Source: an optimization exercise on an open RTL-to-GDS flow (aim: small area, a short achievable clock period and few clock cycles per item). Production flows keep margins and buffers that such runs may drop.
Where RTL was checked, it was by simulation tests only, not by an equivalence proof against the original.

==> flow/design.v (excerpt) <==
module Final(
    rst_n,
    clk,
    in_valid,
    weight_valid,
    I,
    W,
    out_valid,
    OUT
);
==> flow/config.mk <==
export PLATFORM = sky130hd
export DESIGN_NAME = Final
export DESIGN_NICKNAME = Final
export VERILOG_FILES = /design/flow/design.v
export SDC_FILE = /design/flow/constraint.sdc
export NUM_CORES = 4
export LEC_CHECK = 0
export CAP_MARGIN = 20
export CORE_MARGIN = 2
export CORE_UTILIZATION = 40
export SETUP_SLACK_MARGIN = 4
export SLEW_MARGIN = 20
export SYNTH_HIERARCHICAL = 1
==> flow/constraint.sdc <==
create_clock -name core_clock -period 10.0 [get_ports {clk}]
set_input_delay 2.0000 -clock core_clock [delete_from_list [all_inputs] [get_ports {clk}]]
set_output_delay 2.0000 -clock core_clock [all_outputs]
set_load 0.01 [all_outputs]
standard.sh (not shown) runs the stock make flow with config.mk's settings and CLKGATE_MAP_FILE= SYNTH_SCRIPT=/design/flow/synth_recipe.tcl, a recipe that flattens the netlist after the stock synthesis.
==> flow/flow/run.sh <==
#!/bin/bash
# Own layout flow: the standard flow (standard.sh, unchanged synthesis and
# steps) with the port buffers made from the small sky130_fd_sc_hd__buf_1
# instead of the default delay buffer. Each tool's output goes to a log here.
set -euo pipefail
export BUFFER_PORTS_ARGS="-buffer_cell sky130_fd_sc_hd__buf_1"
bash standard.sh > standard_flow.log 2>&1
Rerun with:
==> flow/flow/run.sh (replaced) <==
#!/bin/bash
# Own layout flow: the standard flow (standard.sh, unchanged synthesis and
# steps) with
#  - port buffers made from the small sky130_fd_sc_hd__buf_1 instead of the
#    default delay buffer;
#  - clock tree synthesis without dummy loads and with smaller clock buffers.
# The make output goes to standard_flow.log here; ORFS keeps each step's log
# under orfs/logs.
set -euo pipefail
export BUFFER_PORTS_ARGS="-buffer_cell sky130_fd_sc_hd__buf_1"
export CTS_ARGS="-sink_clustering_enable -repair_clock_nets -dont_use_dummy_load -buf_list {sky130_fd_sc_hd__clkbuf_4 sky130_fd_sc_hd__clkbuf_8} -root_buf sky130_fd_sc_hd__clkbuf_8"
bash standard.sh > standard_flow.log 2>&1
- SETUP_SLACK_MARGIN: 4 -> 3.8
Effect: The changed run went through all stages and came out clean; routed wire length is lower by 4.4%; via count is lower by 1.2%; die area is unchanged; area after synthesis stays the same; clock-buffer cell count falls by 4.
Rerun with:
==> flow/flow/run.sh (replaced) <==
#!/bin/bash
# Own layout flow: the standard flow (standard.sh, unchanged synthesis and
# steps) with the port buffers made from the small sky130_fd_sc_hd__buf_1
# instead of the default delay buffer. Each tool's output goes to a log here.
set -euo pipefail
export BUFFER_PORTS_ARGS="-buffer_cell sky130_fd_sc_hd__buf_1"
bash standard.sh > standard_flow.log 2>&1
- SETUP_SLACK_MARGIN: 3.8 -> 3.5
The new run finished clean; global-route usage decreases by 0.19 points; via count came out lower by 2.0%; routed wire length shrinks by 3.1%; sequential cell count is unchanged; design area went down by 1.8%; cell count came out higher by 0.52%.
Function was not checked in any run of this note: the RTL went through the layout flow alone.

---

Final, a different RTL version from the one above (not shown whole).
Size: about 1400 cells after synthesis, about 190 flip-flops, about 19000 um2 of cells after synthesis.
==> flow/config.mk <==
export PLATFORM = sky130hd
export DESIGN_NAME = Final
export DESIGN_NICKNAME = Final
export VERILOG_FILES = /design/flow/design.v
export SDC_FILE = /design/flow/constraint.sdc
export NUM_CORES = 4
export LEC_CHECK = 0
export CAP_MARGIN = 20
export CORE_MARGIN = 2
export CORE_UTILIZATION = 40
export SETUP_SLACK_MARGIN = 4.5
export SLEW_MARGIN = 20
export SYNTH_HIERARCHICAL = 1
==> flow/constraint.sdc <==
create_clock -name core_clock -period 10.0 [get_ports {clk}]
set_input_delay 2.0000 -clock core_clock [delete_from_list [all_inputs] [get_ports {clk}]]
set_output_delay 2.0000 -clock core_clock [all_outputs]
set_load 0.01 [all_outputs]
==> flow/flow/run.sh <==
#!/bin/bash
# Own layout flow: the standard flow (standard.sh, unchanged synthesis and
# steps) with the port buffers made from the small sky130_fd_sc_hd__buf_1
# instead of the default delay buffer. Each tool's output goes to a log here.
set -euo pipefail
export BUFFER_PORTS_ARGS="-buffer_cell sky130_fd_sc_hd__buf_1"
bash standard.sh > standard_flow.log 2>&1
Testbench counts at the start, summed over its fixed seeds: cycles 3,200, items 3,200.
Next try:
==> flow/flow/run.sh (replaced) <==
#!/bin/bash
# Own layout flow: the standard flow (standard.sh, unchanged synthesis and
# steps) with
#  - port buffers made from the small sky130_fd_sc_hd__buf_1 instead of the
#    default delay buffer;
#  - clock tree synthesis without dummy loads and with smaller clock buffers.
# The make output goes to standard_flow.log here; ORFS keeps each step's log
# under orfs/logs.
set -euo pipefail
export BUFFER_PORTS_ARGS="-buffer_cell sky130_fd_sc_hd__buf_1"
export CTS_ARGS="-sink_clustering_enable -repair_clock_nets -dont_use_dummy_load -buf_list {sky130_fd_sc_hd__clkbuf_4 sky130_fd_sc_hd__clkbuf_8} -root_buf sky130_fd_sc_hd__clkbuf_8"
bash standard.sh > standard_flow.log 2>&1
Settings changed: SETUP_SLACK_MARGIN 4.5 to 4.2.
The new run passed the timing, DRC and antenna checks. Clock skew is higher by 0.025 ns. Global-route usage is lower by 1.6 points. Non-clock buffer count is lower by 6. Design area is lower by a few percent. Cell count is lower slightly. Via count is lower slightly. Fmax is lower slightly. Die area is unchanged.
Next try:
--- a/flow/flow/run.sh
+++ b/flow/flow/run.sh
@@ -10,3 +10,3 @@
 export BUFFER_PORTS_ARGS="-buffer_cell sky130_fd_sc_hd__buf_1"
-export CTS_ARGS="-sink_clustering_enable -repair_clock_nets -dont_use_dummy_load -buf_list {sky130_fd_sc_hd__clkbuf_4 sky130_fd_sc_hd__clkbuf_8} -root_buf sky130_fd_sc_hd__clkbuf_8"
+export CTS_ARGS="-sink_clustering_enable -sink_clustering_size 14 -repair_clock_nets -dont_use_dummy_load -buf_list {sky130_fd_sc_hd__clkbuf_4 sky130_fd_sc_hd__clkbuf_8} -root_buf sky130_fd_sc_hd__clkbuf_8"
 bash standard.sh > standard_flow.log 2>&1
Settings changed: SETUP_SLACK_MARGIN 4.2 to 4.
Core utilization is lower by 2.4 points.
Synthesized area stays the same.
Maximum frequency is lower slightly.
Global-route usage is lower by 1.1 points.
Setup slack gets worse by 0.093 ns.
Wire length is lower by a few percent.
Die area does not change.

port drivers added, routing unchanged:
No port has a modelled driver above. Below, the same layouts with a new extraction and two added sets of constraints. Step 1 sets driving cells, clkbuf_16 on the clock port and buf_2 on the other inputs (assumed; they add their load-dependent delay and slew). Step 2, shift: input delay + t, output delay - t, t = (earliest + latest rising clock arrival at the registers) / 2. This alone moves slack from input paths to output paths. a / b / c = ideal / step 1 / step 2; a / b = the first two.
| run | t, ns | slack for setup (ns) | worst hold slack (ns) | latest minus earliest clock arrival (ns) | worst register clock-pin slew, ns |
|---|---|---|---|---|---|
| the first run of note 1 | 0.551 | 3.985 / 3.975 / 3.424 | 0.489 / 0.489 / 0.489 | 0.015 / 0.016 | 0.08 / 0.08 |
| the second run of note 1 | 0.563 | 3.839 / 3.873 / 3.310 | 0.493 / 0.493 / 0.493 | 0.037 / 0.038 | 0.11 / 0.11 |
| the third run of note 1 | 0.520 | 3.658 / 3.669 / 3.150 | 0.486 / 0.486 / 0.486 | 0.015 / 0.015 | 0.08 / 0.08 |
| the first run of note 2 | 0.565 | 4.170 / 4.040 / 3.475 | 0.532 / 0.532 / 0.532 | 0.014 / 0.015 | 0.09 / 0.09 |
| the second run of note 2 | 0.556 | 4.137 / 3.960 / 3.404 | 0.525 / 0.525 / 0.525 | 0.046 / 0.046 | 0.12 / 0.12 |
| the third run of note 2 | 0.574 | 4.044 / 3.918 / 3.344 | 0.537 / 0.537 / 0.537 | 0.044 / 0.044 | 0.12 / 0.12 |
After both steps every run listed still meets setup and hold. The setup slack of the second run of note 2, which loses most, moves by -0.177 ns with the drivers and by -0.733 ns with both steps.
